From an optimization exercise on the open Yosys and OpenROAD flow, aimed at small area, a short achievable clock period and few clock cycles per item; shortcuts taken in it are not production practice.
Where RTL was checked, it was by simulation tests only, not by an equivalence proof against the original.
The flow treats the clock pin as an ideal source, which a real chip does not have.
No activity file was given, so power comes from the tool's default toggle rates.

## middle
==> flow/design.v <==
module lpc_encoder
(
	input wire ACLK,
	input wire ARESET_N,
	input wire[15:0] TDATA,
	input wire TVALID,
	input wire TLAST,
	input wire TUSER,
	output wire TREADY,
	output wire OUT_VALID,
	output wire OUT_LAST,
	output wire OUT_USER,
	output wire [79:0] OUT_DATA,
	input wire OUT_READY
);
	reg [63:0] data_reg;
	reg [7:0]  pv_reg;
	reg [7:0]  ph_reg;
	reg        user_reg, last_reg;
	reg [1:0]  cnt_reg;            
	reg        valid_reg;
	wire       acc   = TVALID & OUT_READY;
	wire       first = TUSER | (cnt_reg == 2'd0);
	wire       done  = ~TUSER & (cnt_reg == 2'd3);
	wire [7:0] hi    = TDATA[15:8];
	wire [7:0] lo    = TDATA[7:0];
	always @(posedge ACLK or negedge ARESET_N) begin
		if (~ARESET_N) begin
			cnt_reg   <= 2'd0;
			valid_reg <= 1'b0;
		end else begin
			if (acc)
				cnt_reg <= first ? 2'd1 : cnt_reg + 2'd1;
			valid_reg <= (acc & done) | (valid_reg & ~OUT_READY);
		end
	end
	always @(posedge ACLK) begin
		if (acc) begin
			data_reg <= {lo, hi, data_reg[63:16]};
			pv_reg   <= {^lo, ^hi, pv_reg[7:2]};
			ph_reg   <= (first ? 8'd0 : ph_reg) ^ hi ^ lo;
			user_reg <= first ? TUSER : user_reg;
			last_reg <= (first ? 1'b0 : last_reg) | TLAST;
		end
	end
	assign TREADY    = OUT_READY;
	assign OUT_VALID = valid_reg;
	assign OUT_DATA  = {ph_reg, pv_reg, data_reg};
	assign OUT_USER  = user_reg;
	assign OUT_LAST  = last_reg;
endmodule
Settings: LEC_CHECK=0, CAP_MARGIN=20, CORE_MARGIN=2, CORE_UTILIZATION=65, SETUP_SLACK_MARGIN=2.8, SLEW_MARGIN=20; clock period 5.0 ns.
standard.sh (not shown) runs the stock make flow with config.mk's settings and CLKGATE_MAP_FILE= SYNTH_SCRIPT=/design/flow/synth_recipe.tcl, a recipe that flattens the netlist after the stock synthesis.
==> flow/flow/run.sh <==
#!/bin/bash
set -euo pipefail
export BUFFER_PORTS_ARGS="-buffer_cell sky130_fd_sc_hd__buf_1"
export CTS_ARGS="-sink_clustering_enable -repair_clock_nets -dont_use_dummy_load -buf_list sky130_fd_sc_hd__clkbuf_4"
export POST_CTS_TCL="$PWD/flow/post_cts.tcl"
bash standard.sh > standard_flow.log 2>&1
==> flow/flow/post_cts.tcl <==
# Upsize the leaf clock buffers that drive many clock pins, so that the clock
# slew at every flip-flop stays low with the small clock buffers.
set block [ord::get_db_block]
foreach inst [$block getInsts] {
  if {[[$inst getMaster] getName] ne "sky130_fd_sc_hd__clkbuf_4"} { continue }
  set sinks 0
  foreach it [$inst getITerms] {
    if {[$it isOutputSignal] && [$it getNet] ne "NULL"} {
      set sinks [expr {[llength [[$it getNet] getITerms]] - 1}]
    }
  }
  if {$sinks >= 12} {
    puts "post_cts: [$inst getName] drives $sinks pins, upsized"
    replace_cell [$inst getName] sky130_fd_sc_hd__clkbuf_8
  }
}
detailed_placement
check_placement -verbose
Testbench counts of middle, summed over its fixed seeds: cycles 12,808, items 3,200.
Edits applied to the flow inputs when going from middle to east:
==> flow/design.v <==
module lpc_encoder
(
	input wire ACLK,
	input wire ARESET_N,
	input wire[15:0] TDATA,
	input wire TVALID,
	input wire TLAST,
	input wire TUSER,
	output wire TREADY,
	output wire OUT_VALID,
	output wire OUT_LAST,
	output wire OUT_USER,
	output wire [79:0] OUT_DATA,
	input wire OUT_READY
);
	reg [63:0] data_reg;
	reg [7:0]  pv_reg;
	reg [7:0]  ph_reg;
	reg        user_reg, last_reg;
	reg [3:1]  next_reg;           
	reg        valid_reg;
	wire       acc   = TVALID & OUT_READY;
	wire       first = TUSER | ~(|next_reg);
	wire       en0   = acc & first;
	wire [3:1] en    = {3{acc & ~TUSER}} & next_reg;
	wire [7:0] hi    = TDATA[15:8];
	wire [7:0] lo    = TDATA[7:0];
	always @(posedge ACLK or negedge ARESET_N) begin
		if (~ARESET_N) begin
			next_reg  <= 3'b000;
			valid_reg <= 1'b0;
		end else begin
			if (acc)
				next_reg <= {en[2], en[1], en0};
			valid_reg <= en[3] | (valid_reg & ~OUT_READY);
		end
	end
	always @(posedge ACLK) begin
		if (en0)   begin data_reg[15:0]  <= {lo, hi}; pv_reg[1:0] <= {^lo, ^hi}; end
		if (en[1]) begin data_reg[31:16] <= {lo, hi}; pv_reg[3:2] <= {^lo, ^hi}; end
		if (en[2]) begin data_reg[47:32] <= {lo, hi}; pv_reg[5:4] <= {^lo, ^hi}; end
		if (en[3]) begin data_reg[63:48] <= {lo, hi}; pv_reg[7:6] <= {^lo, ^hi}; end
		if (acc) begin
			ph_reg   <= (first ? 8'd0 : ph_reg) ^ hi ^ lo;
			last_reg <= (first ? 1'b0 : last_reg) | TLAST;
		end
		if (en0)
			user_reg <= TUSER;
	end
	assign TREADY    = OUT_READY;
	assign OUT_VALID = valid_reg;
	assign OUT_DATA  = {ph_reg, pv_reg, data_reg};
	assign OUT_USER  = user_reg;
	assign OUT_LAST  = last_reg;
endmodule
--- outcome ---
Total routed wire length on the met1 layer (middle / east): 0.842
east ended with every stage complete and zero timing, DRC or antenna violations.
The higher register-to-register slack of middle and east is in middle.
east vs. middle: core utilization went down by 0.54 points.
Taking middle as the reference, in east cell area after placement increased by 40 µm² relative to the old numbers; detailed placer's ending HPWL shows an increase of 9.4%; layout buffer count excluding clock buffers saw a decrease; number of nets at the end of the flow moved down; die extent in y grew by 1.1%.
The lower die span in x of middle and east is in middle.
Diff middle -> east: total power consumption of the routed design +about 0.53%; area after synthesis climbed about 2.3%.
Compared with middle, in east sequential share of layout area moved up, routed wire length saw an increase.
No functional check of the RTL was part of east.


Another version of the RTL of lpc_encoder (not shown whole).
Size: ~210 cells after synthesis, roughly 110 I/O pins.
Design lpc_encoder, start of the top module:
module lpc_encoder
(
	input wire ACLK,
	input wire ARESET_N,
	input wire[15:0] TDATA,
	input wire TVALID,
	input wire TLAST,
	input wire TUSER,
	output wire TREADY,
	output wire OUT_VALID,
	output wire OUT_LAST,
	output wire OUT_USER,
	output wire [79:0] OUT_DATA,
	input wire OUT_READY
);
==> module lpc_encoder, before the edit <==
module lpc_encoder
(
	input wire ACLK,
	input wire ARESET_N,
	input wire[15:0] TDATA,
	input wire TVALID,
	input wire TLAST,
	input wire TUSER,
	output wire TREADY,
	output wire OUT_VALID,
	output wire OUT_LAST,
	output wire OUT_USER,
	output wire [79:0] OUT_DATA,
	input wire OUT_READY
);
	reg [63:0] data_reg;
	reg [7:0]  pv_reg;
	reg [7:0]  ph_reg;
	reg        user_reg, last_reg;
	reg [1:0]  cnt_reg;
	reg        valid_reg;
	reg        full_reg;           
	reg [15:0] sk_data;
	reg        sk_user, sk_last;
	wire       acc   = TVALID & ~full_reg;
	wire       xfer  = valid_reg & OUT_READY;
	wire       park  = acc & valid_reg & ~OUT_READY;    
	wire       unpark = full_reg & OUT_READY;
	wire       wr    = (acc & ~park) | unpark;           
	wire [15:0] src  = full_reg ? sk_data : TDATA;
	wire       s_user = full_reg ? sk_user : TUSER;
	wire       s_last = full_reg ? sk_last : TLAST;
	wire [1:0] slot  = (s_user | full_reg) ? 2'd0 : cnt_reg;
	wire       first = (slot == 2'd0);
	wire [7:0] hi    = src[15:8];
	wire [7:0] lo    = src[7:0];
	always @(posedge ACLK or negedge ARESET_N) begin
		if (~ARESET_N) begin
			cnt_reg   <= 2'd0;
			valid_reg <= 1'b0;
			full_reg  <= 1'b0;
		end else begin
			if (wr)
				cnt_reg <= slot + 2'd1;
			valid_reg <= (wr & (slot == 2'd3)) | (valid_reg & ~OUT_READY);
			full_reg  <= park | (full_reg & ~OUT_READY);
		end
	end
	always @(posedge ACLK) begin
		if (~full_reg) begin
			sk_data <= TDATA;
			sk_user <= TUSER;
			sk_last <= TLAST;
		end
		if (wr) begin
			case (slot)
				2'd0: begin data_reg[15:0]  <= {lo, hi}; pv_reg[1:0] <= {^lo, ^hi}; end
				2'd1: begin data_reg[31:16] <= {lo, hi}; pv_reg[3:2] <= {^lo, ^hi}; end
				2'd2: begin data_reg[47:32] <= {lo, hi}; pv_reg[5:4] <= {^lo, ^hi}; end
				2'd3: begin data_reg[63:48] <= {lo, hi}; pv_reg[7:6] <= {^lo, ^hi}; end
			endcase
			ph_reg   <= (first ? 8'd0 : ph_reg) ^ hi ^ lo;
			user_reg <= first ? s_user : user_reg;
			last_reg <= (first ? 1'b0 : last_reg) | s_last;
		end
	end
	assign TREADY    = ~full_reg;
	assign OUT_VALID = valid_reg;
	assign OUT_DATA  = {ph_reg, pv_reg, data_reg};
	assign OUT_USER  = user_reg;
	assign OUT_LAST  = last_reg;
endmodule
export LEC_CHECK = 0
export CAP_MARGIN = 20
export CORE_MARGIN = 2
export CORE_UTILIZATION = 40
export SETUP_SLACK_MARGIN = 3.2
export SLEW_MARGIN = 20
create_clock -name core_clock -period 5.0 [get_ports {ACLK}]
run.sh (not shown) runs the stock make flow with config.mk's settings and CLKGATE_MAP_FILE= SYNTH_SCRIPT=/design/flow/synth_recipe.tcl, a recipe that flattens the netlist after the stock synthesis.
Stock flow here: none of the scripts above is used.
Then changed:
==> flow/design.v (replaced) <==
module lpc_encoder
(
	input wire ACLK,
	input wire ARESET_N,
	input wire[15:0] TDATA,
	input wire TVALID,
	input wire TLAST,
	input wire TUSER,
	output wire TREADY,
	output wire OUT_VALID,
	output wire OUT_LAST,
	output wire OUT_USER,
	output wire [79:0] OUT_DATA,
	input wire OUT_READY
);
	reg [63:0] data_reg;
	reg [7:0]  pv_reg;
	reg [7:0]  ph_reg;
	reg        user_reg, last_reg;
	reg [3:0]  slot_reg;           
	reg        valid_reg;
	reg        full_reg;           
	reg        ready_reg;          
	reg [15:0] sk_data;
	reg        sk_user, sk_last;
	wire       busy   = valid_reg & ~OUT_READY;            
	wire       take   = TVALID & ready_reg;
	wire       park   = take & busy;
	wire       wr     = (take & ~busy) | (full_reg & OUT_READY);
	wire [15:0] src   = full_reg ? sk_data : TDATA;
	wire       s_user = full_reg ? sk_user : TUSER;
	wire       s_last = full_reg ? sk_last : TLAST;
	wire       first  = full_reg | TUSER | slot_reg[0];
	wire       en0    = wr & first;
	wire       en1    = wr & ~first & slot_reg[1];
	wire       en2    = wr & ~first & slot_reg[2];
	wire       en3    = wr & ~first & slot_reg[3];
	wire [7:0] hi     = src[15:8];
	wire [7:0] lo     = src[7:0];
	always @(posedge ACLK or negedge ARESET_N) begin
		if (~ARESET_N) begin
			slot_reg  <= 4'b0001;
			valid_reg <= 1'b0;
			full_reg  <= 1'b0;
			ready_reg <= 1'b1;
		end else begin
			if (wr)
				slot_reg <= {en2, en1, en0, en3};
			valid_reg <= en3 | busy;
			full_reg  <= park | (full_reg & ~OUT_READY);
			ready_reg <= ~park & (ready_reg | OUT_READY);
		end
	end
	always @(posedge ACLK) begin
		if (ready_reg) begin
			sk_data <= TDATA;
			sk_user <= TUSER;
			sk_last <= TLAST;
		end
		if (en0) begin data_reg[15:0]  <= {lo, hi}; pv_reg[1:0] <= {^lo, ^hi}; user_reg <= s_user; end
		if (en1) begin data_reg[31:16] <= {lo, hi}; pv_reg[3:2] <= {^lo, ^hi}; end
		if (en2) begin data_reg[47:32] <= {lo, hi}; pv_reg[5:4] <= {^lo, ^hi}; end
		if (en3) begin data_reg[63:48] <= {lo, hi}; pv_reg[7:6] <= {^lo, ^hi}; end
		if (wr) begin
			ph_reg   <= (first ? 8'd0 : ph_reg) ^ hi ^ lo;
			last_reg <= (first ? 1'b0 : last_reg) | s_last;
		end
	end
	assign TREADY    = ready_reg;
	assign OUT_VALID = valid_reg;
	assign OUT_DATA  = {ph_reg, pv_reg, data_reg};
	assign OUT_USER  = user_reg;
	assign OUT_LAST  = last_reg;
endmodule
Non-clock buffer count went up by 33.
Worst setup slack degrades by 0.062 ns.
Cell area went up by roughly a tenth.
Die area goes up by a few percent.
Combinational power fell by about a fifth.
Critical path depth decreases by 1.
No run of this note included a check of the RTL's function; only the layout flow was run.

what the ideal ports hide:
The results above use ideal ports. As a check the final layouts listed here were re-extracted and re-timed, cells and wires unchanged.
Step 1: set_driving_cell puts a clkbuf_16 on ACLK and a buf_2 on each other input, an assumption about the parent block.
Step 2 moves the port delays by t, midway between the first and last clock arrival at a register: inputs arrive t later, outputs are due t later. That takes back most of the time a late clock gives input paths.
Slacks: ideal / step 1 / step 2; pairs: ideal / step 1.
run | t (ns) | setup WS [ns] | hold WS [ns]
middle | 0.395 | 2.792 / 2.745 / 2.605 | 0.392 / 0.391 / 0.423
east | 0.418 | 2.777 / 2.755 / 2.423 | 0.411 / 0.407 / 0.516
the first run of note 2 | 0.383 | 2.954 / 2.923 / 2.675 | 0.484 / 0.484 / 0.484
the second run of note 2 | 0.383 | 2.893 / 2.862 / 2.627 | 0.557 / 0.557 / 0.557
After both steps setup and hold are still met in every run listed. The setup slack of east, which loses most, moves by -0.022 ns with the drivers and by -0.354 ns with both steps.
